Background: an optimization exercise with open tools, aiming at small area. Do not read the settings as production practice.
Function was checked by simulation only, so behaviour that the tests miss may differ from the original.

==> design/flow/design.v <==
`timescale 1ns / 1ps
module ws_conv5(
    input sys_clk,
    input en,
    input load_w,
    input clr,
    input [10:0] w11, w12, w13, w14, w15,
    input [10:0] w21, w22, w23, w24, w25,
    input [10:0] w31, w32, w33, w34, w35,
    input [10:0] w41, w42, w43, w44, w45,
    input [10:0] w51, w52, w53, w54, w55,
    input [10:0] bias,
    input [10:0] x1, x2, x3, x4, x5,
    output reg [10:0] acc_out
    );
    wire [10:0] win [0:24];
    assign win[0] = w11; assign win[1] = w12; assign win[2] = w13; assign win[3] = w14; assign win[4] = w15;
    assign win[5] = w21; assign win[6] = w22; assign win[7] = w23; assign win[8] = w24; assign win[9] = w25;
    assign win[10] = w31; assign win[11] = w32; assign win[12] = w33; assign win[13] = w34; assign win[14] = w35;
    assign win[15] = w41; assign win[16] = w42; assign win[17] = w43; assign win[18] = w44; assign win[19] = w45;
    assign win[20] = w51; assign win[21] = w52; assign win[22] = w53; assign win[23] = w54; assign win[24] = w55;
    wire [10:0] xin [0:4];
    assign xin[0] = x1; assign xin[1] = x2; assign xin[2] = x3; assign xin[3] = x4; assign xin[4] = x5;
    wire step = en & ~load_w;
    reg [10:0] wc [0:24];     
    reg [10:0] wt [0:24];     
    reg [10:0] b;             
    reg [10:0] f [0:4][0:3];  
    reg [10:0] sa [0:4];      
    reg [10:0] sb [0:4];      
    wire [10:0] wsm [0:24];
    genvar gi;
    generate
        for (gi = 0; gi < 25; gi = gi + 1) begin : cv
            wire [10:0] v = win[gi];
            wire [9:1] tk;
            nand2m n1(.a(v[10]), .b(v[0]), .y(tk[1]));
            wire m2;
            nand2m a2(.a(v[10]), .b(v[1]), .y(m2));
            nand2m b2(.a(tk[1]), .b(m2), .y(tk[2]));
            a21oim a3(.a(v[10]), .b(v[2]), .c(tk[2]), .y(tk[3]));
            wire m4;
            nand2m a4(.a(v[10]), .b(v[3]), .y(m4));
            nand2m b4(.a(tk[3]), .b(m4), .y(tk[4]));
            a21oim a5(.a(v[10]), .b(v[4]), .c(tk[4]), .y(tk[5]));
            wire m6;
            nand2m a6(.a(v[10]), .b(v[5]), .y(m6));
            nand2m b6(.a(tk[5]), .b(m6), .y(tk[6]));
            a21oim a7(.a(v[10]), .b(v[6]), .c(tk[6]), .y(tk[7]));
            wire m8;
            nand2m a8(.a(v[10]), .b(v[7]), .y(m8));
            nand2m b8(.a(tk[7]), .b(m8), .y(tk[8]));
            a21oim a9(.a(v[10]), .b(v[8]), .c(tk[8]), .y(tk[9]));
            wire r1;
            xnor2m x1(.a(v[1]), .b(tk[1]), .y(r1));
            wire r2;
            xor2m x2(.a(v[2]), .b(tk[2]), .y(r2));
            wire r3;
            xnor2m x3(.a(v[3]), .b(tk[3]), .y(r3));
            wire r4;
            xor2m x4(.a(v[4]), .b(tk[4]), .y(r4));
            wire r5;
            xnor2m x5(.a(v[5]), .b(tk[5]), .y(r5));
            wire r6;
            xor2m x6(.a(v[6]), .b(tk[6]), .y(r6));
            wire r7;
            xnor2m x7(.a(v[7]), .b(tk[7]), .y(r7));
            wire r8;
            xor2m x8(.a(v[8]), .b(tk[8]), .y(r8));
            wire r9;
            xnor2m x9(.a(v[9]), .b(tk[9]), .y(r9));
            assign wsm[gi] = {v[10], r9, r8, r7, r6, r5, r4, r3, r2, r1, v[0]};
        end
    endgenerate
    integer i, r, c;
    always @(posedge sys_clk) begin
        if (en) begin
            b <= bias;
            for (i = 0; i < 25; i = i + 1)
                wc[i] <= wsm[i];
        end
        if (load_w)
            for (i = 0; i < 25; i = i + 1)
                wt[i] <= wc[i];
    end
    wire [10:0] rsa [0:4];
    wire [10:0] rsb [0:4];
    genvar gr, gc;
    generate
        for (gr = 0; gr < 5; gr = gr + 1) begin : row
            wire [10:0] pc [0:4];    
            wire [4:0] pci;          
            for (gc = 0; gc < 5; gc = gc + 1) begin : col
                wire [10:0] wv = wt[gr*5+gc];
                wire [10:0] xv;
                wire [10:0] c;
                wire cin;
                assign pc[gc] = c;
                assign pci[gc] = cin;
                if (gc == 0) begin : p
                    assign xv = xin[gr];
                wire t1 = ~(wv[0] & xv[0]);
                wire t2 = ~(wv[0] & xv[1]);
                wire t3 = ~(wv[0] & xv[2]);
                wire t4 = ~(wv[0] & xv[3]);
                wire t5 = ~(wv[0] & xv[4]);
                wire t6 = ~(wv[0] & xv[5]);
                wire t7 = ~(wv[0] & xv[6]);
                wire t8 = ~(wv[0] & xv[7]);
                wire t9 = ~(wv[0] & xv[8]);
                wire t10 = ~(wv[0] & xv[9]);
                wire t11 = ~(wv[1] & xv[0]);
                wire t12 = ~(wv[1] & xv[1]);
                wire t13 = ~(wv[1] & xv[2]);
                wire t14 = ~(wv[1] & xv[3]);
                wire t15 = ~(wv[1] & xv[4]);
                wire t16 = ~(wv[1] & xv[5]);
                wire t17 = ~(wv[1] & xv[6]);
                wire t18 = ~(wv[1] & xv[7]);
                wire t19 = ~(wv[1] & xv[8]);
                wire t20 = ~(wv[1] & xv[9]);
                wire t21 = ~(wv[2] & xv[0]);
                wire t22 = ~(wv[2] & xv[1]);
                wire t23 = ~(wv[2] & xv[2]);
                wire t24 = ~(wv[2] & xv[3]);
                wire t25 = ~(wv[2] & xv[4]);
                wire t26 = ~(wv[2] & xv[5]);
                wire t27 = ~(wv[2] & xv[6]);
                wire t28 = ~(wv[2] & xv[7]);
                wire t29 = ~(wv[2] & xv[8]);
                wire t30 = ~(wv[2] & xv[9]);
                wire t31 = ~(wv[3] & xv[0]);
                wire t32 = ~(wv[3] & xv[1]);
                wire t33 = ~(wv[3] & xv[2]);
                wire t34 = ~(wv[3] & xv[3]);
                wire t35 = ~(wv[3] & xv[4]);
                wire t36 = ~(wv[3] & xv[5]);
                wire t37 = ~(wv[3] & xv[6]);
                wire t38 = ~(wv[3] & xv[7]);
                wire t39 = ~(wv[3] & xv[8]);
                wire t40 = ~(wv[3] & xv[9]);
                wire t41 = ~(wv[4] & xv[0]);
                wire t42 = ~(wv[4] & xv[1]);
                wire t43 = ~(wv[4] & xv[2]);
                wire t44 = ~(wv[4] & xv[3]);
                wire t45 = ~(wv[4] & xv[4]);
                wire t46 = ~(wv[4] & xv[5]);
                wire t47 = ~(wv[4] & xv[6]);
                wire t48 = ~(wv[4] & xv[7]);
                wire t49 = ~(wv[4] & xv[8]);
                wire t50 = ~(wv[4] & xv[9]);
                wire t51 = ~(wv[5] & xv[0]);
                wire t52 = ~(wv[5] & xv[1]);
                wire t53 = ~(wv[5] & xv[2]);
                wire t54 = ~(wv[5] & xv[3]);
                wire t55 = ~(wv[5] & xv[4]);
                wire t56 = ~(wv[5] & xv[5]);
                wire t57 = ~(wv[5] & xv[6]);
                wire t58 = ~(wv[5] & xv[7]);
                wire t59 = ~(wv[5] & xv[8]);
                wire t60 = ~(wv[5] & xv[9]);
                wire t61 = ~(wv[6] & xv[0]);
                wire t62 = ~(wv[6] & xv[1]);
                wire t63 = ~(wv[6] & xv[2]);
                wire t64 = ~(wv[6] & xv[3]);
                wire t65 = ~(wv[6] & xv[4]);
                wire t66 = ~(wv[6] & xv[5]);
                wire t67 = ~(wv[6] & xv[6]);
                wire t68 = ~(wv[6] & xv[7]);
                wire t69 = ~(wv[6] & xv[8]);
                wire t70 = ~(wv[6] & xv[9]);
                wire t71 = ~(wv[7] & xv[0]);
                wire t72 = ~(wv[7] & xv[1]);
                wire t73 = ~(wv[7] & xv[2]);
                wire t74 = ~(wv[7] & xv[3]);
                wire t75 = ~(wv[7] & xv[4]);
                wire t76 = ~(wv[7] & xv[5]);
                wire t77 = ~(wv[7] & xv[6]);
                wire t78 = ~(wv[7] & xv[7]);
                wire t79 = ~(wv[7] & xv[8]);
                wire t80 = ~(wv[7] & xv[9]);
                wire t81 = ~(wv[8] & xv[0]);
                wire t82 = ~(wv[8] & xv[1]);
                wire t83 = ~(wv[8] & xv[2]);
                wire t84 = ~(wv[8] & xv[3]);
                wire t85 = ~(wv[8] & xv[4]);
                wire t86 = ~(wv[8] & xv[5]);
                wire t87 = ~(wv[8] & xv[6]);
                wire t88 = ~(wv[8] & xv[7]);
                wire t89 = ~(wv[8] & xv[8]);
                wire t90 = ~(wv[9] & xv[0]);
                wire t91 = ~(wv[9] & xv[1]);
                wire t92 = ~(wv[9] & xv[2]);
                wire t93 = ~(wv[9] & xv[3]);
                wire t94 = ~(wv[9] & xv[4]);
                wire t95 = ~(wv[9] & xv[5]);
                wire t96 = ~(wv[9] & xv[6]);
                wire t97 = ~(wv[9] & xv[7]);
                wire t98, t99;
                xnor2m ut98(.a(t3), .b(t12), .y(t98));
                or2m ut99(.a(t3), .b(t12), .y(t99));
                wire t100, t101;
                fa ut100(.a(t4), .b(t13), .c(t22), .s(t100), .co(t101));
                wire t102, t103;
                xnor2m ut102(.a(t31), .b(t99), .y(t102));
                or2m ut103(.a(t31), .b(t99), .y(t103));
                wire t104, t105;
                fa ut104(.a(t5), .b(t14), .c(t23), .s(t104), .co(t105));
                wire t106, t107;
                fa ut106(.a(t32), .b(t41), .c(t101), .s(t106), .co(t107));
                wire t108, t109;
                xnor2m ut108(.a(t103), .b(t104), .y(t108));
                or2m ut109(.a(t103), .b(t104), .y(t109));
                wire t110, t111;
                fa ut110(.a(t6), .b(t15), .c(t24), .s(t110), .co(t111));
                wire t112, t113;
                fa ut112(.a(t33), .b(t42), .c(t51), .s(t112), .co(t113));
                wire t114, t115;
                fa ut114(.a(t105), .b(t110), .c(t112), .s(t114), .co(t115));
                wire t116, t117;
                xnor2m ut116(.a(t109), .b(t107), .y(t116));
                or2m ut117(.a(t109), .b(t107), .y(t117));
                wire t118, t119;
                fa ut118(.a(t7), .b(t16), .c(t25), .s(t118), .co(t119));
                wire t120, t121;
                fa ut120(.a(t34), .b(t43), .c(t52), .s(t120), .co(t121));
                wire t122, t123;
                fa ut122(.a(t61), .b(t111), .c(t113), .s(t122), .co(t123));
                wire t124, t125;
                fa ut124(.a(t118), .b(t120), .c(t115), .s(t124), .co(t125));
                wire t126, t127;
                xnor2m ut126(.a(t122), .b(t117), .y(t126));
                or2m ut127(.a(t122), .b(t117), .y(t127));
                wire t128, t129;
                fa ut128(.a(t8), .b(t17), .c(t26), .s(t128), .co(t129));
                wire t130, t131;
                fa ut130(.a(t35), .b(t44), .c(t53), .s(t130), .co(t131));
                wire t132, t133;
                fa ut132(.a(t62), .b(t71), .c(t119), .s(t132), .co(t133));
                wire t134, t135;
                fa ut134(.a(t121), .b(t128), .c(t130), .s(t134), .co(t135));
                wire t136, t137;
                fa ut136(.a(t123), .b(t132), .c(t134), .s(t136), .co(t137));
                wire t138, t139;
                xnor2m ut138(.a(t127), .b(t125), .y(t138));
                or2m ut139(.a(t127), .b(t125), .y(t139));
                wire t140, t141;
                fa ut140(.a(t9), .b(t18), .c(t27), .s(t140), .co(t141));
                wire t142, t143;
                fa ut142(.a(t36), .b(t45), .c(t54), .s(t142), .co(t143));
                wire t144, t145;
                fa ut144(.a(t63), .b(t72), .c(t81), .s(t144), .co(t145));
                wire t146, t147;
                fa ut146(.a(t129), .b(t131), .c(t140), .s(t146), .co(t147));
                wire t148, t149;
                fa ut148(.a(t142), .b(t144), .c(t133), .s(t148), .co(t149));
                wire t150, t151;
                fa ut150(.a(t135), .b(t146), .c(t148), .s(t150), .co(t151));
                wire t152, t153;
                xnor2m ut152(.a(t137), .b(t139), .y(t152));
                or2m ut153(.a(t137), .b(t139), .y(t153));
                wire t154, t155;
                fa ut154(.a(t10), .b(t19), .c(t28), .s(t154), .co(t155));
                wire t156, t157;
                fa ut156(.a(t37), .b(t46), .c(t55), .s(t156), .co(t157));
                wire t158, t159;
                fa ut158(.a(t64), .b(t73), .c(t82), .s(t158), .co(t159));
                wire t160, t161;
                fa ut160(.a(t90), .b(t141), .c(t143), .s(t160), .co(t161));
                wire t162, t163;
                fa ut162(.a(t145), .b(t154), .c(t156), .s(t162), .co(t163));
                wire t164, t165;
                fa ut164(.a(t158), .b(t147), .c(t160), .s(t164), .co(t165));
                wire t166, t167;
                fa ut166(.a(t162), .b(t149), .c(t164), .s(t166), .co(t167));
                wire t168, t169;
                xnor2m ut168(.a(t151), .b(t153), .y(t168));
                or2m ut169(.a(t151), .b(t153), .y(t169));
                wire t170, t171;
                fa ut170(.a(t20), .b(t29), .c(t38), .s(t170), .co(t171));
                wire t172, t173;
                fa ut172(.a(t47), .b(t56), .c(t65), .s(t172), .co(t173));
                wire t174, t175;
                fa ut174(.a(t74), .b(t83), .c(t91), .s(t174), .co(t175));
                wire t176, t177;
                fa ut176(.a(t155), .b(t157), .c(t159), .s(t176), .co(t177));
                wire t178, t179;
                fa ut178(.a(t170), .b(t172), .c(t174), .s(t178), .co(t179));
                wire t180, t181;
                fa ut180(.a(t161), .b(t163), .c(t176), .s(t180), .co(t181));
                wire t182, t183;
                fa ut182(.a(t178), .b(t165), .c(t180), .s(t182), .co(t183));
                wire t184, t185;
                xnor2m ut184(.a(t167), .b(t182), .y(t184));
                or2m ut185(.a(t167), .b(t182), .y(t185));
                wire t186, t187;
                fa ut186(.a(t30), .b(t39), .c(t48), .s(t186), .co(t187));
                wire t188, t189;
                fa ut188(.a(t57), .b(t66), .c(t75), .s(t188), .co(t189));
                wire t190, t191;
                fa ut190(.a(t84), .b(t92), .c(t171), .s(t190), .co(t191));
                wire t192, t193;
                fa ut192(.a(t173), .b(t175), .c(t186), .s(t192), .co(t193));
                wire t194, t195;
                fa ut194(.a(t188), .b(t177), .c(t179), .s(t194), .co(t195));
                wire t196, t197;
                fa ut196(.a(t190), .b(t192), .c(t181), .s(t196), .co(t197));
                wire t198, t199;
                fa ut198(.a(t194), .b(t183), .c(t196), .s(t198), .co(t199));
                wire t200, t201;
                fa ut200(.a(t40), .b(t49), .c(t58), .s(t200), .co(t201));
                wire t202, t203;
                fa ut202(.a(t67), .b(t76), .c(t85), .s(t202), .co(t203));
                wire t204, t205;
                fa ut204(.a(t93), .b(t187), .c(t189), .s(t204), .co(t205));
                wire t206, t207;
                fa ut206(.a(t200), .b(t202), .c(t191), .s(t206), .co(t207));
                wire t208, t209;
                fa ut208(.a(t193), .b(t204), .c(t195), .s(t208), .co(t209));
                wire t210, t211;
                fa ut210(.a(t206), .b(t197), .c(t208), .s(t210), .co(t211));
                wire t212, t213;
                fa ut212(.a(t50), .b(t59), .c(t68), .s(t212), .co(t213));
                wire t214, t215;
                fa ut214(.a(t77), .b(t86), .c(t94), .s(t214), .co(t215));
                wire t216, t217;
                fa ut216(.a(t201), .b(t203), .c(t212), .s(t216), .co(t217));
                wire t218, t219;
                fa ut218(.a(t214), .b(t205), .c(t216), .s(t218), .co(t219));
                wire t220, t221;
                fa ut220(.a(t207), .b(t218), .c(t209), .s(t220), .co(t221));
                wire t222, t223;
                fa ut222(.a(t60), .b(t69), .c(t78), .s(t222), .co(t223));
                wire t224, t225;
                fa ut224(.a(t87), .b(t95), .c(t213), .s(t224), .co(t225));
                wire t226, t227;
                fa ut226(.a(t215), .b(t222), .c(t217), .s(t226), .co(t227));
                wire t228, t229;
                fa ut228(.a(t224), .b(t219), .c(t226), .s(t228), .co(t229));
                wire t230, t231;
                fa ut230(.a(t70), .b(t79), .c(t88), .s(t230), .co(t231));
                wire t232, t233;
                fa ut232(.a(t96), .b(t223), .c(t230), .s(t232), .co(t233));
                wire t234, t235;
                fa ut234(.a(t225), .b(t232), .c(t227), .s(t234), .co(t235));
                wire t236, t237;
                fa ut236(.a(t80), .b(t89), .c(t97), .s(t236), .co(t237));
                wire t238, t239;
                fa ut238(.a(t231), .b(t236), .c(t233), .s(t238), .co(t239));
                wire t240, t241;
                xnor2m ut240(.a(t2), .b(t11), .y(t240));
                or2m ut241(.a(t2), .b(t11), .y(t241));
                wire t242, t243;
                fa ut242(.a(t21), .b(t241), .c(t98), .s(t242), .co(t243));
                wire t244, t245;
                fa ut244(.a(t100), .b(t102), .c(t243), .s(t244), .co(t245));
                wire t246, t247;
                fa ut246(.a(t108), .b(t106), .c(t245), .s(t246), .co(t247));
                wire t248, t249;
                fa ut248(.a(t114), .b(t116), .c(t247), .s(t248), .co(t249));
                wire t250, t251;
                fa ut250(.a(t126), .b(t124), .c(t249), .s(t250), .co(t251));
                wire t252, t253;
                fa ut252(.a(t136), .b(t138), .c(t251), .s(t252), .co(t253));
                wire t254, t255;
                fa ut254(.a(t150), .b(t152), .c(t253), .s(t254), .co(t255));
                wire t256, t257;
                fa ut256(.a(t166), .b(t168), .c(t255), .s(t256), .co(t257));
                wire t258, t259;
                fa ut258(.a(t169), .b(t184), .c(t257), .s(t258), .co(t259));
                wire t260, t261;
                fa ut260(.a(t185), .b(t198), .c(t259), .s(t260), .co(t261));
                wire t262, t263;
                fa ut262(.a(t199), .b(t210), .c(t261), .s(t262), .co(t263));
                wire t264, t265;
                fa ut264(.a(t211), .b(t220), .c(t263), .s(t264), .co(t265));
                wire t266, t267;
                fa ut266(.a(t228), .b(t221), .c(t265), .s(t266), .co(t267));
                wire t268, t269;
                xnor2m ut268(.a(t229), .b(t234), .y(t268));
                or2m ut269(.a(t229), .b(t234), .y(t269));
                wire t270 = t235 ^ t238 ^ t269;
                wire t271, t272;
                ha ut271(.a(t229), .b(t234), .s(t271), .co(t272));
                wire t273 = t235 ^ t238 ^ t272;
                wire t274 = t267 ? t268 : t271;
                wire t275 = t267 ? t270 : t273;
                wire [9:0] t = {~t275, ~t274, ~t266, ~t264, ~t262, ~t260, ~t258, ~t256, ~t254, ~t252};
                wire sg = wv[10] ^ xv[10];
                wire lowz = t1 & t240 & t242 & t244 & t246 & t248 & t250;
                assign cin = sg & (lowz | ~|t);
                assign c = {sg, t ^ {10{sg}}};
                end else begin : q
                    assign xv = f[gr][gc-1];
                wire t1 = ~(wv[0] & xv[0]);
                wire t2 = ~(wv[0] & xv[1]);
                wire t3 = ~(wv[0] & xv[2]);
                wire t4 = ~(wv[0] & xv[3]);
                wire t5 = ~(wv[0] & xv[4]);
                wire t6 = ~(wv[0] & xv[5]);
                wire t7 = ~(wv[0] & xv[6]);
                wire t8 = ~(wv[0] & xv[7]);
                wire t9 = ~(wv[0] & xv[8]);
                wire t10 = ~(wv[0] & xv[9]);
                wire t11 = ~(wv[1] & xv[0]);
                wire t12 = ~(wv[1] & xv[1]);
                wire t13 = ~(wv[1] & xv[2]);
                wire t14 = ~(wv[1] & xv[3]);
                wire t15 = ~(wv[1] & xv[4]);
                wire t16 = ~(wv[1] & xv[5]);
                wire t17 = ~(wv[1] & xv[6]);
                wire t18 = ~(wv[1] & xv[7]);
                wire t19 = ~(wv[1] & xv[8]);
                wire t20 = ~(wv[1] & xv[9]);
                wire t21 = ~(wv[2] & xv[0]);
                wire t22 = ~(wv[2] & xv[1]);
                wire t23 = ~(wv[2] & xv[2]);
                wire t24 = ~(wv[2] & xv[3]);
                wire t25 = ~(wv[2] & xv[4]);
                wire t26 = ~(wv[2] & xv[5]);
                wire t27 = ~(wv[2] & xv[6]);
                wire t28 = ~(wv[2] & xv[7]);
                wire t29 = ~(wv[2] & xv[8]);
                wire t30 = ~(wv[2] & xv[9]);
                wire t31 = ~(wv[3] & xv[0]);
                wire t32 = ~(wv[3] & xv[1]);
                wire t33 = ~(wv[3] & xv[2]);
                wire t34 = ~(wv[3] & xv[3]);
                wire t35 = ~(wv[3] & xv[4]);
                wire t36 = ~(wv[3] & xv[5]);
                wire t37 = ~(wv[3] & xv[6]);
                wire t38 = ~(wv[3] & xv[7]);
                wire t39 = ~(wv[3] & xv[8]);
                wire t40 = ~(wv[3] & xv[9]);
                wire t41 = ~(wv[4] & xv[0]);
                wire t42 = ~(wv[4] & xv[1]);
                wire t43 = ~(wv[4] & xv[2]);
                wire t44 = ~(wv[4] & xv[3]);
                wire t45 = ~(wv[4] & xv[4]);
                wire t46 = ~(wv[4] & xv[5]);
                wire t47 = ~(wv[4] & xv[6]);
                wire t48 = ~(wv[4] & xv[7]);
                wire t49 = ~(wv[4] & xv[8]);
                wire t50 = ~(wv[4] & xv[9]);
                wire t51 = ~(wv[5] & xv[0]);
                wire t52 = ~(wv[5] & xv[1]);
                wire t53 = ~(wv[5] & xv[2]);
                wire t54 = ~(wv[5] & xv[3]);
                wire t55 = ~(wv[5] & xv[4]);
                wire t56 = ~(wv[5] & xv[5]);
                wire t57 = ~(wv[5] & xv[6]);
                wire t58 = ~(wv[5] & xv[7]);
                wire t59 = ~(wv[5] & xv[8]);
                wire t60 = ~(wv[5] & xv[9]);
                wire t61 = ~(wv[6] & xv[0]);
                wire t62 = ~(wv[6] & xv[1]);
                wire t63 = ~(wv[6] & xv[2]);
                wire t64 = ~(wv[6] & xv[3]);
                wire t65 = ~(wv[6] & xv[4]);
                wire t66 = ~(wv[6] & xv[5]);
                wire t67 = ~(wv[6] & xv[6]);
                wire t68 = ~(wv[6] & xv[7]);
                wire t69 = ~(wv[6] & xv[8]);
                wire t70 = ~(wv[6] & xv[9]);
                wire t71 = ~(wv[7] & xv[0]);
                wire t72 = ~(wv[7] & xv[1]);
                wire t73 = ~(wv[7] & xv[2]);
                wire t74 = ~(wv[7] & xv[3]);
                wire t75 = ~(wv[7] & xv[4]);
                wire t76 = ~(wv[7] & xv[5]);
                wire t77 = ~(wv[7] & xv[6]);
                wire t78 = ~(wv[7] & xv[7]);
                wire t79 = ~(wv[7] & xv[8]);
                wire t80 = ~(wv[7] & xv[9]);
                wire t81 = ~(wv[8] & xv[0]);
                wire t82 = ~(wv[8] & xv[1]);
                wire t83 = ~(wv[8] & xv[2]);
                wire t84 = ~(wv[8] & xv[3]);
                wire t85 = ~(wv[8] & xv[4]);
                wire t86 = ~(wv[8] & xv[5]);
                wire t87 = ~(wv[8] & xv[6]);
                wire t88 = ~(wv[8] & xv[7]);
                wire t89 = ~(wv[8] & xv[8]);
                wire t90 = ~(wv[9] & xv[0]);
                wire t91 = ~(wv[9] & xv[1]);
                wire t92 = ~(wv[9] & xv[2]);
                wire t93 = ~(wv[9] & xv[3]);
                wire t94 = ~(wv[9] & xv[4]);
                wire t95 = ~(wv[9] & xv[5]);
                wire t96 = ~(wv[9] & xv[6]);
                wire t97 = ~(wv[9] & xv[7]);
                wire t98, t99;
                xnor2m ut98(.a(t3), .b(t12), .y(t98));
                or2m ut99(.a(t3), .b(t12), .y(t99));
                wire t100, t101;
                fa ut100(.a(t4), .b(t13), .c(t22), .s(t100), .co(t101));
                wire t102, t103;
                xnor2m ut102(.a(t31), .b(t99), .y(t102));
                or2m ut103(.a(t31), .b(t99), .y(t103));
                wire t104, t105;
                fa ut104(.a(t5), .b(t14), .c(t23), .s(t104), .co(t105));
                wire t106, t107;
                fa ut106(.a(t32), .b(t41), .c(t101), .s(t106), .co(t107));
                wire t108, t109;
                xnor2m ut108(.a(t103), .b(t104), .y(t108));
                or2m ut109(.a(t103), .b(t104), .y(t109));
                wire t110, t111;
                fa ut110(.a(t6), .b(t15), .c(t24), .s(t110), .co(t111));
                wire t112, t113;
                fa ut112(.a(t33), .b(t42), .c(t51), .s(t112), .co(t113));
                wire t114, t115;
                fa ut114(.a(t105), .b(t110), .c(t112), .s(t114), .co(t115));
                wire t116, t117;
                xnor2m ut116(.a(t109), .b(t107), .y(t116));
                or2m ut117(.a(t109), .b(t107), .y(t117));
                wire t118, t119;
                fa ut118(.a(t7), .b(t16), .c(t25), .s(t118), .co(t119));
                wire t120, t121;
                fa ut120(.a(t34), .b(t43), .c(t52), .s(t120), .co(t121));
                wire t122, t123;
                fa ut122(.a(t61), .b(t111), .c(t113), .s(t122), .co(t123));
                wire t124, t125;
                fa ut124(.a(t118), .b(t120), .c(t122), .s(t124), .co(t125));
                wire t126, t127;
                xnor2m ut126(.a(t115), .b(t117), .y(t126));
                or2m ut127(.a(t115), .b(t117), .y(t127));
                wire t128, t129;
                fa ut128(.a(t8), .b(t17), .c(t26), .s(t128), .co(t129));
                wire t130, t131;
                fa ut130(.a(t35), .b(t44), .c(t53), .s(t130), .co(t131));
                wire t132, t133;
                fa ut132(.a(t62), .b(t71), .c(t119), .s(t132), .co(t133));
                wire t134, t135;
                fa ut134(.a(t121), .b(t128), .c(t130), .s(t134), .co(t135));
                wire t136, t137;
                fa ut136(.a(t123), .b(t132), .c(t134), .s(t136), .co(t137));
                wire t138, t139;
                xnor2m ut138(.a(t127), .b(t125), .y(t138));
                or2m ut139(.a(t127), .b(t125), .y(t139));
                wire t140, t141;
                fa ut140(.a(t9), .b(t18), .c(t27), .s(t140), .co(t141));
                wire t142, t143;
                fa ut142(.a(t36), .b(t45), .c(t54), .s(t142), .co(t143));
                wire t144, t145;
                fa ut144(.a(t63), .b(t72), .c(t81), .s(t144), .co(t145));
                wire t146, t147;
                fa ut146(.a(t129), .b(t131), .c(t140), .s(t146), .co(t147));
                wire t148, t149;
                fa ut148(.a(t142), .b(t144), .c(t133), .s(t148), .co(t149));
                wire t150, t151;
                fa ut150(.a(t135), .b(t146), .c(t148), .s(t150), .co(t151));
                wire t152, t153;
                xnor2m ut152(.a(t137), .b(t139), .y(t152));
                or2m ut153(.a(t137), .b(t139), .y(t153));
                wire t154, t155;
                fa ut154(.a(t10), .b(t19), .c(t28), .s(t154), .co(t155));
                wire t156, t157;
                fa ut156(.a(t37), .b(t46), .c(t55), .s(t156), .co(t157));
                wire t158, t159;
                fa ut158(.a(t64), .b(t73), .c(t82), .s(t158), .co(t159));
                wire t160, t161;
                fa ut160(.a(t90), .b(t141), .c(t143), .s(t160), .co(t161));
                wire t162, t163;
                fa ut162(.a(t145), .b(t154), .c(t156), .s(t162), .co(t163));
                wire t164, t165;
                fa ut164(.a(t158), .b(t160), .c(t147), .s(t164), .co(t165));
                wire t166, t167;
                fa ut166(.a(t162), .b(t149), .c(t164), .s(t166), .co(t167));
                wire t168, t169;
                xnor2m ut168(.a(t151), .b(t153), .y(t168));
                or2m ut169(.a(t151), .b(t153), .y(t169));
                wire t170, t171;
                fa ut170(.a(t20), .b(t29), .c(t38), .s(t170), .co(t171));
                wire t172, t173;
                fa ut172(.a(t47), .b(t56), .c(t65), .s(t172), .co(t173));
                wire t174, t175;
                fa ut174(.a(t74), .b(t83), .c(t91), .s(t174), .co(t175));
                wire t176, t177;
                fa ut176(.a(t155), .b(t157), .c(t159), .s(t176), .co(t177));
                wire t178, t179;
                fa ut178(.a(t170), .b(t172), .c(t174), .s(t178), .co(t179));
                wire t180, t181;
                fa ut180(.a(t161), .b(t176), .c(t163), .s(t180), .co(t181));
                wire t182, t183;
                fa ut182(.a(t178), .b(t165), .c(t180), .s(t182), .co(t183));
                wire t184, t185;
                xnor2m ut184(.a(t167), .b(t182), .y(t184));
                or2m ut185(.a(t167), .b(t182), .y(t185));
                wire t186, t187;
                fa ut186(.a(t30), .b(t39), .c(t48), .s(t186), .co(t187));
                wire t188, t189;
                fa ut188(.a(t57), .b(t66), .c(t75), .s(t188), .co(t189));
                wire t190, t191;
                fa ut190(.a(t84), .b(t92), .c(t171), .s(t190), .co(t191));
                wire t192, t193;
                fa ut192(.a(t173), .b(t175), .c(t186), .s(t192), .co(t193));
                wire t194, t195;
                fa ut194(.a(t188), .b(t177), .c(t190), .s(t194), .co(t195));
                wire t196, t197;
                fa ut196(.a(t179), .b(t192), .c(t181), .s(t196), .co(t197));
                wire t198, t199;
                fa ut198(.a(t194), .b(t183), .c(t196), .s(t198), .co(t199));
                wire t200, t201;
                fa ut200(.a(t40), .b(t49), .c(t58), .s(t200), .co(t201));
                wire t202, t203;
                fa ut202(.a(t67), .b(t76), .c(t85), .s(t202), .co(t203));
                wire t204, t205;
                fa ut204(.a(t93), .b(t187), .c(t189), .s(t204), .co(t205));
                wire t206, t207;
                fa ut206(.a(t200), .b(t202), .c(t191), .s(t206), .co(t207));
                wire t208, t209;
                fa ut208(.a(t204), .b(t193), .c(t195), .s(t208), .co(t209));
                wire t210, t211;
                fa ut210(.a(t206), .b(t197), .c(t208), .s(t210), .co(t211));
                wire t212, t213;
                fa ut212(.a(t50), .b(t59), .c(t68), .s(t212), .co(t213));
                wire t214, t215;
                fa ut214(.a(t77), .b(t86), .c(t94), .s(t214), .co(t215));
                wire t216, t217;
                fa ut216(.a(t201), .b(t203), .c(t212), .s(t216), .co(t217));
                wire t218, t219;
                fa ut218(.a(t214), .b(t205), .c(t216), .s(t218), .co(t219));
                wire t220, t221;
                fa ut220(.a(t207), .b(t218), .c(t209), .s(t220), .co(t221));
                wire t222, t223;
                fa ut222(.a(t60), .b(t69), .c(t78), .s(t222), .co(t223));
                wire t224, t225;
                fa ut224(.a(t87), .b(t95), .c(t213), .s(t224), .co(t225));
                wire t226, t227;
                fa ut226(.a(t215), .b(t222), .c(t224), .s(t226), .co(t227));
                wire t228, t229;
                fa ut228(.a(t217), .b(t219), .c(t226), .s(t228), .co(t229));
                wire t230, t231;
                fa ut230(.a(t70), .b(t79), .c(t88), .s(t230), .co(t231));
                wire t232, t233;
                fa ut232(.a(t96), .b(t223), .c(t230), .s(t232), .co(t233));
                wire t234, t235;
                fa ut234(.a(t225), .b(t232), .c(t227), .s(t234), .co(t235));
                wire t236, t237;
                fa ut236(.a(t80), .b(t89), .c(t97), .s(t236), .co(t237));
                wire t238, t239;
                fa ut238(.a(t231), .b(t236), .c(t233), .s(t238), .co(t239));
                wire t240, t241;
                xnor2m ut240(.a(t2), .b(t11), .y(t240));
                or2m ut241(.a(t2), .b(t11), .y(t241));
                wire t242, t243;
                fa ut242(.a(t21), .b(t241), .c(t98), .s(t242), .co(t243));
                wire t244, t245;
                fa ut244(.a(t100), .b(t102), .c(t243), .s(t244), .co(t245));
                wire t246, t247;
                fa ut246(.a(t108), .b(t106), .c(t245), .s(t246), .co(t247));
                wire t248, t249;
                fa ut248(.a(t114), .b(t116), .c(t247), .s(t248), .co(t249));
                wire t250, t251;
                fa ut250(.a(t126), .b(t124), .c(t249), .s(t250), .co(t251));
                wire t252, t253;
                fa ut252(.a(t136), .b(t138), .c(t251), .s(t252), .co(t253));
                wire t254, t255;
                fa ut254(.a(t150), .b(t152), .c(t253), .s(t254), .co(t255));
                wire t256, t257;
                fa ut256(.a(t166), .b(t168), .c(t255), .s(t256), .co(t257));
                wire t258, t259;
                fa ut258(.a(t169), .b(t184), .c(t257), .s(t258), .co(t259));
                wire t260, t261;
                fa ut260(.a(t185), .b(t198), .c(t259), .s(t260), .co(t261));
                wire t262, t263;
                fa ut262(.a(t199), .b(t210), .c(t261), .s(t262), .co(t263));
                wire t264, t265;
                fa ut264(.a(t211), .b(t220), .c(t263), .s(t264), .co(t265));
                wire t266, t267;
                fa ut266(.a(t228), .b(t221), .c(t265), .s(t266), .co(t267));
                wire t268, t269;
                xnor2m ut268(.a(t229), .b(t234), .y(t268));
                or2m ut269(.a(t229), .b(t234), .y(t269));
                wire t270 = t235 ^ t238 ^ t269;
                wire t271, t272;
                ha ut271(.a(t229), .b(t234), .s(t271), .co(t272));
                wire t273 = t235 ^ t238 ^ t272;
                wire t274 = t267 ? t268 : t271;
                wire t275 = t267 ? t270 : t273;
                wire [9:0] t = {~t275, ~t274, ~t266, ~t264, ~t262, ~t260, ~t258, ~t256, ~t254, ~t252};
                wire sg = wv[10] ^ xv[10];
                wire lowz = t1 & t240 & t242 & t244 & t246 & t248 & t250;
                assign cin = sg & (lowz | ~|t);
                assign c = {sg, t ^ {10{sg}}};
                end
            end
            if (gr == 0) begin : r0
            wire t1, t2;
            fa ut1(.a(b[0]), .b(pc[1][0]), .c(pc[2][0]), .s(t1), .co(t2));
            wire t3, t4;
            fa ut3(.a(pc[3][0]), .b(pc[4][0]), .c(t1), .s(t3), .co(t4));
            wire t5, t6;
            fa ut5(.a(t3), .b(pc[0][0]), .c(pci[1]), .s(t5), .co(t6));
            wire t7, t8;
            fa ut7(.a(pci[2]), .b(pci[3]), .c(pci[4]), .s(t7), .co(t8));
            wire t9, t10;
            ha ut9(.a(t5), .b(t7), .s(t9), .co(t10));
            wire t11, t12;
            fa ut11(.a(b[1]), .b(pc[1][1]), .c(pc[2][1]), .s(t11), .co(t12));
            wire t13, t14;
            fa ut13(.a(pc[3][1]), .b(pc[4][1]), .c(t2), .s(t13), .co(t14));
            wire t15, t16;
            fa ut15(.a(t11), .b(t4), .c(t13), .s(t15), .co(t16));
            wire t17, t18;
            fa ut17(.a(t15), .b(pc[0][1]), .c(t6), .s(t17), .co(t18));
            wire t19, t20;
            ha ut19(.a(t8), .b(t10), .s(t19), .co(t20));
            wire t21, t22;
            fa ut21(.a(b[2]), .b(pc[1][2]), .c(pc[2][2]), .s(t21), .co(t22));
            wire t23, t24;
            fa ut23(.a(pc[3][2]), .b(pc[4][2]), .c(t12), .s(t23), .co(t24));
            wire t25, t26;
            fa ut25(.a(t14), .b(t21), .c(t23), .s(t25), .co(t26));
            wire t27, t28;
            fa ut27(.a(t16), .b(t25), .c(pc[0][2]), .s(t27), .co(t28));
            wire t29, t30;
            ha ut29(.a(t27), .b(t18), .s(t29), .co(t30));
            wire t31, t32;
            fa ut31(.a(b[3]), .b(pc[1][3]), .c(pc[2][3]), .s(t31), .co(t32));
            wire t33, t34;
            fa ut33(.a(pc[3][3]), .b(pc[4][3]), .c(t22), .s(t33), .co(t34));
            wire t35, t36;
            fa ut35(.a(t24), .b(t31), .c(t33), .s(t35), .co(t36));
            wire t37, t38;
            fa ut37(.a(t26), .b(t35), .c(pc[0][3]), .s(t37), .co(t38));
            wire t39, t40;
            ha ut39(.a(t28), .b(t37), .s(t39), .co(t40));
            wire t41, t42;
            fa ut41(.a(b[4]), .b(pc[1][4]), .c(pc[2][4]), .s(t41), .co(t42));
            wire t43, t44;
            fa ut43(.a(pc[3][4]), .b(pc[4][4]), .c(t32), .s(t43), .co(t44));
            wire t45, t46;
            fa ut45(.a(t34), .b(t36), .c(t41), .s(t45), .co(t46));
            wire t47, t48;
            fa ut47(.a(t43), .b(t45), .c(pc[0][4]), .s(t47), .co(t48));
            wire t49, t50;
            ha ut49(.a(t38), .b(t40), .s(t49), .co(t50));
            wire t51, t52;
            fa ut51(.a(b[5]), .b(pc[1][5]), .c(pc[2][5]), .s(t51), .co(t52));
            wire t53, t54;
            fa ut53(.a(pc[3][5]), .b(pc[4][5]), .c(t42), .s(t53), .co(t54));
            wire t55, t56;
            fa ut55(.a(t44), .b(t46), .c(t51), .s(t55), .co(t56));
            wire t57, t58;
            fa ut57(.a(t53), .b(t55), .c(pc[0][5]), .s(t57), .co(t58));
            wire t59, t60;
            ha ut59(.a(t48), .b(t50), .s(t59), .co(t60));
            wire t61, t62;
            fa ut61(.a(b[6]), .b(pc[1][6]), .c(pc[2][6]), .s(t61), .co(t62));
            wire t63, t64;
            fa ut63(.a(pc[3][6]), .b(pc[4][6]), .c(t52), .s(t63), .co(t64));
            wire t65, t66;
            fa ut65(.a(t54), .b(t56), .c(t61), .s(t65), .co(t66));
            wire t67, t68;
            fa ut67(.a(t63), .b(t65), .c(t60), .s(t67), .co(t68));
            wire t69, t70;
            ha ut69(.a(pc[0][6]), .b(t58), .s(t69), .co(t70));
            wire t71, t72;
            fa ut71(.a(b[7]), .b(pc[1][7]), .c(pc[2][7]), .s(t71), .co(t72));
            wire t73, t74;
            fa ut73(.a(pc[3][7]), .b(pc[4][7]), .c(t62), .s(t73), .co(t74));
            wire t75, t76;
            fa ut75(.a(t64), .b(t66), .c(t71), .s(t75), .co(t76));
            wire t77, t78;
            fa ut77(.a(t73), .b(t75), .c(t70), .s(t77), .co(t78));
            wire t79, t80;
            ha ut79(.a(t68), .b(pc[0][7]), .s(t79), .co(t80));
            wire t81, t82;
            fa ut81(.a(b[8]), .b(pc[1][8]), .c(pc[2][8]), .s(t81), .co(t82));
            wire t83, t84;
            fa ut83(.a(pc[3][8]), .b(pc[4][8]), .c(t72), .s(t83), .co(t84));
            wire t85, t86;
            fa ut85(.a(t74), .b(t81), .c(t76), .s(t85), .co(t86));
            wire t87, t88;
            fa ut87(.a(t83), .b(t85), .c(t78), .s(t87), .co(t88));
            wire t89, t90;
            ha ut89(.a(t80), .b(pc[0][8]), .s(t89), .co(t90));
            wire t91, t92;
            fa ut91(.a(b[9]), .b(pc[1][9]), .c(pc[2][9]), .s(t91), .co(t92));
            wire t93, t94;
            fa ut93(.a(pc[3][9]), .b(pc[4][9]), .c(t82), .s(t93), .co(t94));
            wire t95, t96;
            fa ut95(.a(t91), .b(t84), .c(t93), .s(t95), .co(t96));
            wire t97, t98;
            fa ut97(.a(t86), .b(t95), .c(pc[0][9]), .s(t97), .co(t98));
            wire t99, t100;
            ha ut99(.a(t90), .b(t88), .s(t99), .co(t100));
            wire t101, t102;
            fa ut101(.a(b[10]), .b(pc[0][10]), .c(pc[1][10]), .s(t101), .co(t102));
            wire t103, t104;
            fa ut103(.a(pc[2][10]), .b(pc[3][10]), .c(pc[4][10]), .s(t103), .co(t104));
            wire t105, t106;
            fa ut105(.a(t101), .b(t103), .c(t92), .s(t105), .co(t106));
            wire t107, t108;
            fa ut107(.a(t94), .b(t105), .c(t96), .s(t107), .co(t108));
            wire t109, t110;
            ha ut109(.a(t107), .b(t98), .s(t109), .co(t110));
            assign rsa[gr] = {t100, t97, t87, t77, t67, t57, t47, t30, t20, t17, pci[0]};
            assign rsb[gr] = {t109, t99, t89, t79, t69, t59, t49, t39, t29, t19, t9};
            end else begin : rn
            wire t1, t2;
            fa ut1(.a(sa[gr-1][0]), .b(sb[gr-1][0]), .c(pc[1][0]), .s(t1), .co(t2));
            wire t3, t4;
            fa ut3(.a(pc[2][0]), .b(pc[3][0]), .c(pc[4][0]), .s(t3), .co(t4));
            wire t5, t6;
            fa ut5(.a(t1), .b(t3), .c(pc[0][0]), .s(t5), .co(t6));
            wire t7, t8;
            fa ut7(.a(t5), .b(pci[1]), .c(pci[2]), .s(t7), .co(t8));
            wire t9, t10;
            fa ut9(.a(pci[3]), .b(pci[4]), .c(t7), .s(t9), .co(t10));
            wire t11, t12;
            fa ut11(.a(sa[gr-1][1]), .b(sb[gr-1][1]), .c(pc[1][1]), .s(t11), .co(t12));
            wire t13, t14;
            fa ut13(.a(pc[2][1]), .b(pc[3][1]), .c(pc[4][1]), .s(t13), .co(t14));
            wire t15, t16;
            fa ut15(.a(t2), .b(t4), .c(t11), .s(t15), .co(t16));
            wire t17, t18;
            fa ut17(.a(t13), .b(t15), .c(pc[0][1]), .s(t17), .co(t18));
            wire t19, t20;
            fa ut19(.a(t6), .b(t17), .c(t8), .s(t19), .co(t20));
            wire t21, t22;
            fa ut21(.a(sa[gr-1][2]), .b(sb[gr-1][2]), .c(pc[1][2]), .s(t21), .co(t22));
            wire t23, t24;
            fa ut23(.a(pc[2][2]), .b(pc[3][2]), .c(pc[4][2]), .s(t23), .co(t24));
            wire t25, t26;
            fa ut25(.a(t12), .b(t14), .c(t21), .s(t25), .co(t26));
            wire t27, t28;
            fa ut27(.a(t23), .b(t16), .c(t25), .s(t27), .co(t28));
            wire t29, t30;
            fa ut29(.a(t27), .b(pc[0][2]), .c(t18), .s(t29), .co(t30));
            wire t31, t32;
            fa ut31(.a(sa[gr-1][3]), .b(sb[gr-1][3]), .c(pc[1][3]), .s(t31), .co(t32));
            wire t33, t34;
            fa ut33(.a(pc[2][3]), .b(pc[3][3]), .c(pc[4][3]), .s(t33), .co(t34));
            wire t35, t36;
            fa ut35(.a(t22), .b(t24), .c(t26), .s(t35), .co(t36));
            wire t37, t38;
            fa ut37(.a(t31), .b(t33), .c(t28), .s(t37), .co(t38));
            wire t39, t40;
            fa ut39(.a(t35), .b(t37), .c(pc[0][3]), .s(t39), .co(t40));
            wire t41, t42;
            fa ut41(.a(sa[gr-1][4]), .b(sb[gr-1][4]), .c(pc[1][4]), .s(t41), .co(t42));
            wire t43, t44;
            fa ut43(.a(pc[2][4]), .b(pc[3][4]), .c(pc[4][4]), .s(t43), .co(t44));
            wire t45, t46;
            fa ut45(.a(t32), .b(t34), .c(t36), .s(t45), .co(t46));
            wire t47, t48;
            fa ut47(.a(t41), .b(t43), .c(t38), .s(t47), .co(t48));
            wire t49, t50;
            fa ut49(.a(t45), .b(t47), .c(pc[0][4]), .s(t49), .co(t50));
            wire t51, t52;
            fa ut51(.a(sa[gr-1][5]), .b(sb[gr-1][5]), .c(pc[1][5]), .s(t51), .co(t52));
            wire t53, t54;
            fa ut53(.a(pc[2][5]), .b(pc[3][5]), .c(pc[4][5]), .s(t53), .co(t54));
            wire t55, t56;
            fa ut55(.a(t42), .b(t44), .c(t46), .s(t55), .co(t56));
            wire t57, t58;
            fa ut57(.a(t51), .b(t53), .c(t48), .s(t57), .co(t58));
            wire t59, t60;
            fa ut59(.a(t55), .b(t57), .c(pc[0][5]), .s(t59), .co(t60));
            wire t61, t62;
            fa ut61(.a(sa[gr-1][6]), .b(sb[gr-1][6]), .c(pc[1][6]), .s(t61), .co(t62));
            wire t63, t64;
            fa ut63(.a(pc[2][6]), .b(pc[3][6]), .c(pc[4][6]), .s(t63), .co(t64));
            wire t65, t66;
            fa ut65(.a(t52), .b(t54), .c(t56), .s(t65), .co(t66));
            wire t67, t68;
            fa ut67(.a(t61), .b(t63), .c(t58), .s(t67), .co(t68));
            wire t69, t70;
            fa ut69(.a(t65), .b(t67), .c(pc[0][6]), .s(t69), .co(t70));
            wire t71, t72;
            fa ut71(.a(sa[gr-1][7]), .b(sb[gr-1][7]), .c(pc[1][7]), .s(t71), .co(t72));
            wire t73, t74;
            fa ut73(.a(pc[2][7]), .b(pc[3][7]), .c(pc[4][7]), .s(t73), .co(t74));
            wire t75, t76;
            fa ut75(.a(t62), .b(t64), .c(t66), .s(t75), .co(t76));
            wire t77, t78;
            fa ut77(.a(t71), .b(t73), .c(t68), .s(t77), .co(t78));
            wire t79, t80;
            fa ut79(.a(t75), .b(t77), .c(t70), .s(t79), .co(t80));
            wire t81, t82;
            fa ut81(.a(sa[gr-1][8]), .b(sb[gr-1][8]), .c(pc[1][8]), .s(t81), .co(t82));
            wire t83, t84;
            fa ut83(.a(pc[2][8]), .b(pc[3][8]), .c(pc[4][8]), .s(t83), .co(t84));
            wire t85, t86;
            fa ut85(.a(t72), .b(t74), .c(t81), .s(t85), .co(t86));
            wire t87, t88;
            fa ut87(.a(t83), .b(t76), .c(t85), .s(t87), .co(t88));
            wire t89, t90;
            fa ut89(.a(t78), .b(t87), .c(pc[0][8]), .s(t89), .co(t90));
            wire t91, t92;
            fa ut91(.a(sa[gr-1][9]), .b(sb[gr-1][9]), .c(pc[1][9]), .s(t91), .co(t92));
            wire t93, t94;
            fa ut93(.a(pc[2][9]), .b(pc[3][9]), .c(pc[4][9]), .s(t93), .co(t94));
            wire t95, t96;
            fa ut95(.a(t82), .b(t84), .c(t91), .s(t95), .co(t96));
            wire t97, t98;
            fa ut97(.a(t93), .b(t86), .c(t95), .s(t97), .co(t98));
            wire t99, t100;
            fa ut99(.a(t88), .b(t97), .c(pc[0][9]), .s(t99), .co(t100));
            wire t101, t102;
            fa ut101(.a(sa[gr-1][10]), .b(sb[gr-1][10]), .c(pc[0][10]), .s(t101), .co(t102));
            wire t103, t104;
            fa ut103(.a(pc[1][10]), .b(pc[2][10]), .c(pc[3][10]), .s(t103), .co(t104));
            wire t105, t106;
            fa ut105(.a(pc[4][10]), .b(t101), .c(t103), .s(t105), .co(t106));
            wire t107, t108;
            fa ut107(.a(t105), .b(t92), .c(t94), .s(t107), .co(t108));
            wire t109, t110;
            fa ut109(.a(t96), .b(t107), .c(t98), .s(t109), .co(t110));
            assign rsa[gr] = {t100, t90, t80, pc[0][7], t60, t50, t40, t30, t20, t10, pci[0]};
            assign rsb[gr] = {t109, t99, t89, t79, t69, t59, t49, t39, t29, t19, t9};
            end
        end
    endgenerate
    wire [10:0] acc_d;
    wire t1, t2;
    ha ut1(.a(sa[4][0]), .b(sb[4][0]), .s(t1), .co(t2));
    wire t3, t4;
    fa ut3(.a(sa[4][1]), .b(sb[4][1]), .c(t2), .s(t3), .co(t4));
    wire t5, t6;
    fa ut5(.a(sa[4][2]), .b(sb[4][2]), .c(t4), .s(t5), .co(t6));
    wire t7, t8;
    fa ut7(.a(sa[4][3]), .b(sb[4][3]), .c(t6), .s(t7), .co(t8));
    wire t9, t10;
    fa ut9(.a(sa[4][4]), .b(sb[4][4]), .c(t8), .s(t9), .co(t10));
    wire t11, t12;
    fa ut11(.a(sa[4][5]), .b(sb[4][5]), .c(t10), .s(t11), .co(t12));
    wire t13, t14;
    fa ut13(.a(sa[4][6]), .b(sb[4][6]), .c(t12), .s(t13), .co(t14));
    wire t15, t16;
    fa ut15(.a(sa[4][7]), .b(sb[4][7]), .c(t14), .s(t15), .co(t16));
    wire t17, t18;
    fa ut17(.a(sa[4][8]), .b(sb[4][8]), .c(t16), .s(t17), .co(t18));
    wire t19, t20;
    fa ut19(.a(sa[4][9]), .b(sb[4][9]), .c(t18), .s(t19), .co(t20));
    wire t21, t22;
    fa ut21(.a(sa[4][10]), .b(sb[4][10]), .c(t20), .s(t21), .co(t22));
    assign acc_d = {t21, t19, t17, t15, t13, t11, t9, t7, t5, t3, t1};
    always @(posedge sys_clk) begin
        if (step) begin
            for (r = 0; r < 5; r = r + 1) begin
                sa[r] <= rsa[r];
                sb[r] <= rsb[r];
                f[r][0] <= xin[r];
                for (c = 1; c < 4; c = c + 1)
                    f[r][c] <= f[r][c-1];
            end
        end
        acc_out <= clr ? 11'd0 : acc_d;
    end
endmodule
module nand2m(input a, input b, output y);
    assign y = ~(a & b);
endmodule
module a21oim(input a, input b, input c, output y);
    assign y = ~((a & b) | c);
endmodule
module xor2m(input a, input b, output y);
    assign y = a ^ b;
endmodule
module fa(input a, input b, input c, output s, output co);
    assign s = a ^ b ^ c;
    assign co = (a & b) | (a & c) | (b & c);
endmodule
module xnor2m(input a, input b, output y);
    assign y = ~(a ^ b);
endmodule
module or2m(input a, input b, output y);
    assign y = a | b;
endmodule
module ha(input a, input b, output s, output co);
    assign s = a ^ b;
    assign co = a & b;
endmodule
==> design/flow/flow/run.sh <==
#!/bin/bash
# Layout: the standard flow (standard.sh), except that the buffer put on
# every input and output port is the smallest buffer cell, and the buffers
# synthesis inserted are removed at floorplan (placement is not timing-driven;
# timing is repaired after clock tree synthesis and global routing).
# The whole output of the flow goes to standard.log; ORFS keeps each step's
# log under orfs/logs/.
set -euo pipefail
cd "$(dirname "$0")/.."
export BUFFER_PORTS_ARGS="-buffer_cell sky130_fd_sc_hd__buf_1"
export REMOVE_ABC_BUFFERS=1
bash standard.sh > standard.log 2>&1
==> design/flow/standard.sh <==
#!/bin/bash
# synth_recipe.tcl (not shown) runs the flow's synth.tcl, then flattens the netlist and writes it again
# the make line also repeats each setting of config.mk as NAME=value (left out here)
make -C /OpenROAD-flow-scripts/flow DESIGN_CONFIG=/design/flow/config.mk WORK_HOME=/design/flow/orfs CLKGATE_MAP_FILE= SYNTH_SCRIPT=/design/flow/synth_recipe.tcl "${@:-finish}"
==> design/flow/config.mk <==
export PLATFORM = sky130hd
export DESIGN_NAME = ws_conv5
export DESIGN_NICKNAME = ws_conv5
export VERILOG_FILES = /design/flow/design.v
export SDC_FILE = /design/flow/constraint.sdc
export NUM_CORES = 4
export LEC_CHECK = 0
export CAP_MARGIN = 0
export CORE_MARGIN = 2
export CORE_UTILIZATION = 70
export CTS_BUF_LIST = sky130_fd_sc_hd__clkbuf_16
export CTS_CLUSTER_DIAMETER = 120
export CTS_CLUSTER_SIZE = 25
export GPL_TIMING_DRIVEN = 0
export PLACE_DENSITY = 0.8
export SLEW_MARGIN = 0
export SYNTH_HIERARCHICAL = 1
==> design/flow/constraint.sdc <==
create_clock -name core_clock -period 9.5 [get_ports {sys_clk}]
set_input_delay 1.9000 -clock core_clock [delete_from_list [all_inputs] [get_ports {sys_clk}]]
set_output_delay 1.9000 -clock core_clock [all_outputs]
set_load 0.01 [all_outputs]
==> impl_metrics.ini, run 1 <==
[floorplan]
chipWidth_um = 370
die_h_um = 370
fp-row-count = 134
ioPinCount = 356
core_um2 = 133000
dieArea_um2 = 137000
start_util_pct = 70.5

[detailed_routing]
via_per_inst = 6.13
drt_wl_total_um = 212000
drtIter0Drc = 5902
ant_nets = 0
dr.pass1.iters = 6
vias = 57500
wl_per_cell_um = 22.5
route.detailed.drc = 0

[timing]
final_hold_viol_count = 0
setup_tns_ns = 0
tightestPinTransition_ns = 1.37
fin_ws_ns = 0.242
worst_hold_slack_ns = 0.407
finalCritPeriodShare_pct = 97.5
slew_violations = 0
finalSetupViolCount = 0
fmax_mhz = 108
min_period_ns = 9.26
clock-skew-final_ns = 0.0360
rsz0062_at_grt = false
relSlewSlack_pct = 8.50

[worst_setup_path]
path_max_fanout = 10
cp.depth = 22
worstRegToRegCells = 22
end_kind = register
worstPathArrival_ns = 9.69
path_delay_family = adder cells
critical_path_class = register to register
crit_chain = nand2_1 -> or2_1 -> fa_1 -> fa_1 -> fa_1 -> fa_1 -> fa_1 -> fa_1 -> fa_1 -> fa_1 -> fa_1 -> fa_1 -> fa_1 -> fa_1 -> fa_1 -> mux2i_1 -> xor2_1 -> fa_1 -> fa_1 -> fa_1 -> fa_1 -> ha_1
cp_num_buf_inv = 0
crit_top_cell = fa_1
worstPathRequired_ns = 9.94
slowest_stage = edfxtp_1
max_stage_delay_ns = 0.61
start_kind = register

[placement]
routabilityCongestion = 0.928
pre_cts_ws_ns = -0.0876
placed_cell_area_um2 = 95900
io_buffer_count = 355
dp.final_hpwl_um = 168000
placed_cells = 9299

[logic_synthesis]
ys_seq_area_share_pct = 28.7
synth_cells = 7676
ys_ff_latch = 902
synth_area_um2 = 93900
yosys_warnings = 17
ys_types = 19
avgSynthCellArea_um2 = 12.2

[finish]
area_growth_syn_to_layout_pct = 3.76
ff_latch_area_um2 = 27000
nFillCells = 8590
drive_gt1_share_pct = 2.72
final_cell_mix = nand2_1 (2650), fa_1 (2149), edfxtp_1 (891), xnor2_1 (650), buf_1 (353)
multiInputGateArea_um2 = 64900
layout_commonest_cell = nand2_1
final_cells = 9389
design_area_um2 = 97500
fin_nets = 10100
postLayoutCoreUtil_pct = 73.1

[grt]
grt_usage_pct = 32.5
grt_max_degree = 44
grt_pass1_vias = 63500
antenna_found_initial = 26
grt_first_pass_wirelength_um = 342000
grt.overflow.total = 0

[flow_run]
drv_cap = 0

[cts]
postCtsHoldBufs = 0
cts_inserted_buffers = 45
clockBufferDepth = 3
clk_pin_slew_ns = 0.10
cts_root_buffer = clkbuf_16
htree_levels = 2
cts_tree = done
cts_num_sinks = 902
worstSkewPairLatency_ns = 0.70

[hold_path]
hold_path_depth = 0
hp-class = register to register

[outcome]
outcome = complete, no violations
[state kept, by name (all words and copies together) (netlist names)]
| name | cells |
|---|---|
| b | 11 |
| sb | 55 |
| f | 220 |
| wc | 275 |
| wt | 275 |
| sa | 55 |
| acc_out | 11 |
[synth_stat cells, drive strengths merged]
library cell	number	area, µm²
xor2	175	1530
mux2i	50	500
nand4	75	469
dfxtp	11	220
buf	79	390
clkbuf	447	1680
a21oi	100	876
ha	37	463
o21a	25	188
or2	275	1720
nor4b	20	175
nor2b	12	75.1
xnor2	650	5690
nand2	2650	9950
edfxtp	891	26800
a211oi	25	188
fa	2149	43000
nor4	5	31.3
[Yosys stat by module, one instance, submodules excluded]
module | times used | flip-flops and latches
ws_conv5 | 1 | 902
fa | 2149 | 0
a21oim | 100 | 0
xnor2m | 400 | 0
ha | 37 | 0
nand2m | 225 | 0
or2m | 275 | 0
xor2m | 100 | 0
[metal layers]
metal	global-route usage [%]	part of all wire, %	up-vias
li1	-	-	23700
met1	43.6	36	30100
met2	54.5	51	3044
met3	5.56	8.9	556
met4	11.7	4.3	34
met5	0	0.12	-
[layout make-up]
type	count	share of cell area, %
Antenna cell	11	0.0282
Clock buffer	47	1.21
Clock inverter	20	0.184
Multi-Input combinational cell	6248	66.6
Sequential cell	902	27.7
Tap cell	1768	2.27
Timing Repair Buffer	393	1.99
[cells by family (layout without fill, tap and decap cells)]
logic type / after synthesis / after routing / synth area share [%]
other cells: 0 / 11 / 0
mux: 50 / 50 / 0.533
flops: 902 / 902 / 28.7
buf+inv: 526 / 460 / 2.20
simple gates: 3037 / 3037 / 13.2
compound gates: 150 / 150 / 1.33
xor+xnor: 825 / 825 / 7.69
fa+ha+maj: 2186 / 2186 / 46.3
[worst paths after layout]
check,slack [ns],from,endpoint
worst max register to register,0.24,wt[2][1],sb[0][10]
worst max-delay path,0.24,wt[2][1],sb[0][10]
worst min register to register,0.41,wc[21][3],wt[21][3]
worst min-delay path,0.41,wc[21][3],wt[21][3]
[timing repair]
item                       in CTS  in global routing
buffers inserted                0                 11
setup endpoints to repair       0                  2
gates resized for setup         0                  1
==> run 2, diff against run 1 <==
--- a/design/flow/design.v
+++ b/design/flow/design.v
@@ -672,11 +672,7 @@
                 wire t268, t269;
-                xnor2m ut268(.a(t229), .b(t234), .y(t268));
-                or2m ut269(.a(t229), .b(t234), .y(t269));
-                wire t270 = t235 ^ t238 ^ t269;
-                wire t271, t272;
-                ha ut271(.a(t229), .b(t234), .s(t271), .co(t272));
-                wire t273 = t235 ^ t238 ^ t272;
-                wire t274 = t267 ? t268 : t271;
-                wire t275 = t267 ? t270 : t273;
-                wire [9:0] t = {~t275, ~t274, ~t266, ~t264, ~t262, ~t260, ~t258, ~t256, ~t254, ~t252};
+                fa ut268(.a(t229), .b(t234), .c(t267), .s(t268), .co(t269));
+                wire t270 = t235 ^ t238 ^ 1'b1;
+                wire t271 = t235 ^ t238 ^ 1'b0;
+                wire t272 = t269 ? t270 : t271;
+                wire [9:0] t = {~t272, ~t268, ~t266, ~t264, ~t262, ~t260, ~t258, ~t256, ~t254, ~t252};
                 wire sg = wv[10] ^ xv[10];
@@ -773,3 +769,3 @@
             wire t85, t86;
-            fa ut85(.a(t74), .b(t81), .c(t76), .s(t85), .co(t86));
+            fa ut85(.a(t74), .b(t76), .c(t81), .s(t85), .co(t86));
             wire t87, t88;
@@ -783,5 +779,5 @@
             wire t95, t96;
-            fa ut95(.a(t91), .b(t84), .c(t93), .s(t95), .co(t96));
+            fa ut95(.a(t84), .b(t91), .c(t86), .s(t95), .co(t96));
             wire t97, t98;
-            fa ut97(.a(t86), .b(t95), .c(pc[0][9]), .s(t97), .co(t98));
+            fa ut97(.a(t93), .b(t95), .c(pc[0][9]), .s(t97), .co(t98));
             wire t99, t100;
@@ -886,7 +882,7 @@
             wire t85, t86;
-            fa ut85(.a(t72), .b(t74), .c(t81), .s(t85), .co(t86));
+            fa ut85(.a(t72), .b(t74), .c(t76), .s(t85), .co(t86));
             wire t87, t88;
-            fa ut87(.a(t83), .b(t76), .c(t85), .s(t87), .co(t88));
+            fa ut87(.a(t81), .b(t83), .c(t78), .s(t87), .co(t88));
             wire t89, t90;
-            fa ut89(.a(t78), .b(t87), .c(pc[0][8]), .s(t89), .co(t90));
+            fa ut89(.a(t85), .b(t87), .c(pc[0][8]), .s(t89), .co(t90));
             wire t91, t92;
@@ -900,3 +896,3 @@
             wire t99, t100;
-            fa ut99(.a(t88), .b(t97), .c(pc[0][9]), .s(t99), .co(t100));
+            fa ut99(.a(t88), .b(pc[0][9]), .c(t97), .s(t99), .co(t100));
             wire t101, t102;
==> run 2 against run 1 <==
Largest cell class unchanged. Critical endpoint is now sb[4][9]. Flip-flop and latch count did not move. Still clean. Critical path depth is 1 higher. Register-to-register slack got worse by 0.08 ns. Sequential share of layout area down 0.13 points.
==> impl_metrics.ini, run 2 <==
[placement]
io_buffer_count = 355
pre_cts_ws_ns = -0.257
placed_cell_area_um2 = 95500
placed_cells = 9240
dp.final_hpwl_um = 165000
routabilityCongestion = 0.937

[worst_setup_path]
crit_chain = nand2_1 -> or2_1 -> fa_1 -> fa_1 -> fa_1 -> fa_1 -> fa_2 -> fa_1 -> fa_1 -> fa_1 -> fa_1 -> fa_1 -> fa_1 -> fa_1 -> fa_1 -> fa_1 -> xnor2_2 -> xnor2_2 -> xnor2_2 -> fa_1 -> fa_1 -> fa_1 -> fa_1
path_max_fanout = 7
critical_path_class = register to register
crit_top_cell = fa_1
slowest_stage = fa_1
worstPathRequired_ns = 9.93
start_kind = register
end_kind = register
cp_num_buf_inv = 0
path_delay_family = adder cells
worstPathArrival_ns = 9.77
max_stage_delay_ns = 0.57
rrSetupSlack_ns = 0.16

[logic_synthesis]
synth_top_area_cell = fa_1
yosys_warnings = 17
yosysTopAreaCellShare_pct = 46.5
ys_top_cells_by_count = nand2_1 (2670), fa_1 (2169), edfxtp_1 (891)
synth_edf_count = 891
synthArstFlopShare_pct = 0
synth_cells = 7616
synth_area_um2 = 93400
yosys-top-cells-area = fa_1 (46%), edfxtp_1 (29%), nand2_1 (11%)
ys_ff_latch = 902
synth_ff_type = edfxtp_1
ys_seq_area_share_pct = 28.9
avgSynthCellArea_um2 = 12.3
synth_most_common_cell = nand2_1
ys_types = 22

[finish]
drive_gt1_share_pct = 4.44
final_cell_mix = nand2_1 (2666), fa_1 (2160), edfxtp_1 (891), xnor2_1 (652), buf_1 (353)
design_area_um2 = 97900
fin_nets = 10200
layout_commonest_cell = nand2_1
final_cells = 9438
area_growth_syn_to_layout_pct = 4.82
largestRegisters = wc: 275 flops, wt: 275 flops, f: 220 flops
postLayoutCoreUtil_pct = 73.6
nFillCells = 8390
multiInputGateArea_um2 = 64600
ff_latch_area_um2 = 27000

[grt]
antenna_found_initial = 25
grt_usage_pct = 32.0
grt.overflow.total = 0
grt_max_degree = 42
grt_first_pass_wirelength_um = 336000
grt_pass1_vias = 63300

[timing]
tightestPinTransition_ns = 1.34
clock-skew-final_ns = 0.0316
final_hold_viol_count = 0
worst_hold_slack_ns = 0.410
relSlewSlack_pct = 10.5
finalSetupViolCount = 0
rsz0062_at_grt = true
slew_violations = 0
fmax_mhz = 107
min_period_ns = 9.34
setup_tns_ns = 0
fin_ws_ns = 0.157
finalCritPeriodShare_pct = 98.3

[floorplan]
ioPinCount = 356
die_h_um = 369
chipWidth_um = 369
core_um2 = 133000
start_util_pct = 70.2
dieArea_um2 = 136000
fp-row-count = 134

[cts]
cts_inserted_buffers = 45
htree_levels = 2
cts_num_sinks = 902
cts_tree = done
postCtsHoldBufs = 0
cts_root_buffer = clkbuf_16
worstSkewPairLatency_ns = 0.69
clockBufferDepth = 3
clk_pin_slew_ns = 0.11

[detailed_routing]
ant_nets = 0
dr.pass1.iters = 6
route.detailed.drc = 0
drtIter0Drc = 5668
vias = 57700
wl_per_cell_um = 22.3
via_per_inst = 6.11
drt_wl_total_um = 210000

[outcome]
outcome = complete, no violations

[hold_path]
hp-class = register to register

[flow_run]
drv_cap = 0
## run 2: cell count changes in the layout (fill, tap and decap cells not counted), sizes merged, moves of 12 or more
cell   change
buf      +102
mux2i     -40
xor2      -32
fa        +20
ha        -20
nand2     +20
or2       -20
nor4b     -17
a22o      +16
nor3      +16
o21a      -16
xnor2     +12
## run 2: layer usage
layer,vias to the layer above,global-route usage (%),share of wire [%]
li1,23700,-,-
met1,30000,41.6,35
met2,3310,53.6,51
met3,693,6.05,9.3
met4,20,13.7,5.2
met5,-,0,0.056
## run 2: cell type report
cell class | count | area share (%)
repair buffers | 497 | 2.81
flip-flops and latches | 902 | 27.6
clock inverters | 20 | 0.164
clock buffers | 47 | 1.20
well taps | 1768 | 2.26
multi-input cells | 6188 | 66.0
diodes | 16 | 0.0409
## run 2: cell families (layout without fill, tap and decap cells)
group	count (synthesis)	count (layout)	synth area share, %
multiplexers	10	10	0.107
buffers and inverters	526	564	2.21
flip-flops	902	902	28.9
adder cells (fa/ha/maj)	2186	2186	46.7
other	0	16	0
AND/OR/NAND/NOR	3037	3037	13.2
XOR/XNOR	805	805	7.55
AO/OA/AOI/OAI	150	150	1.36
## run 2: final timing paths
kind                to  depth (start not counted)  startpoint
max reg2reg   sb[4][9]                         23   wt[21][1]
min reg2reg  wt[16][4]                          0   wc[16][4]
max           sb[4][9]                         23   wt[21][1]
min          wt[16][4]                          0   wc[16][4]
## run 2: repair_timing
action,CTS,global route
pin swaps,0,11
endpoints found under the setup margin,8,15
buffers inserted,33,79
resized for setup,3,20
## run 2: modules after synthesis (local to each module, per instance)
module	cells	flops+latches
xor2m	1	0
ha	1	0
or2m	1	0
a21oim	1	0
nand2m	1	0
fa	1	0
xnor2m	1	0
ws_conv5	4370	902

==> static timing again, ports no longer ideal <==
In the flow no input, the clock included, has a driving cell. The finished layouts below were timed again as built, in two steps.
Step 1 sets driving cells, clkbuf_16 on the clock port and buf_2 on the other inputs (assumed; they add their load-dependent delay and slew).
Step 2 times the ports against the registers' clock, not the clock port: input delays grow and output delays shrink by t, the midpoint of the rising clock arrivals with the driver on.
Slacks: ideal / step 1 / step 2; pairs: ideal / step 1.
run	shift t [ns]	setup slack, ns	hold slack, ns	clock arrival spread, ns	worst slew at a driven data input, ns
run 1	0.771	0.242 / 0.242 / -0.214	0.407 / 0.407 / 0.407	0.041 / 0.040	0.17
run 2	0.759	0.157 / 0.157 / -0.326	0.410 / 0.410 / 0.410	0.038 / 0.038	0.23
With both steps, setup timing fails in run 1 and run 2, where it was met with ideal ports. For run 2, which loses most, drivers alone change the setup slack by 0.000 ns; drivers and shift together by -0.483 ns.
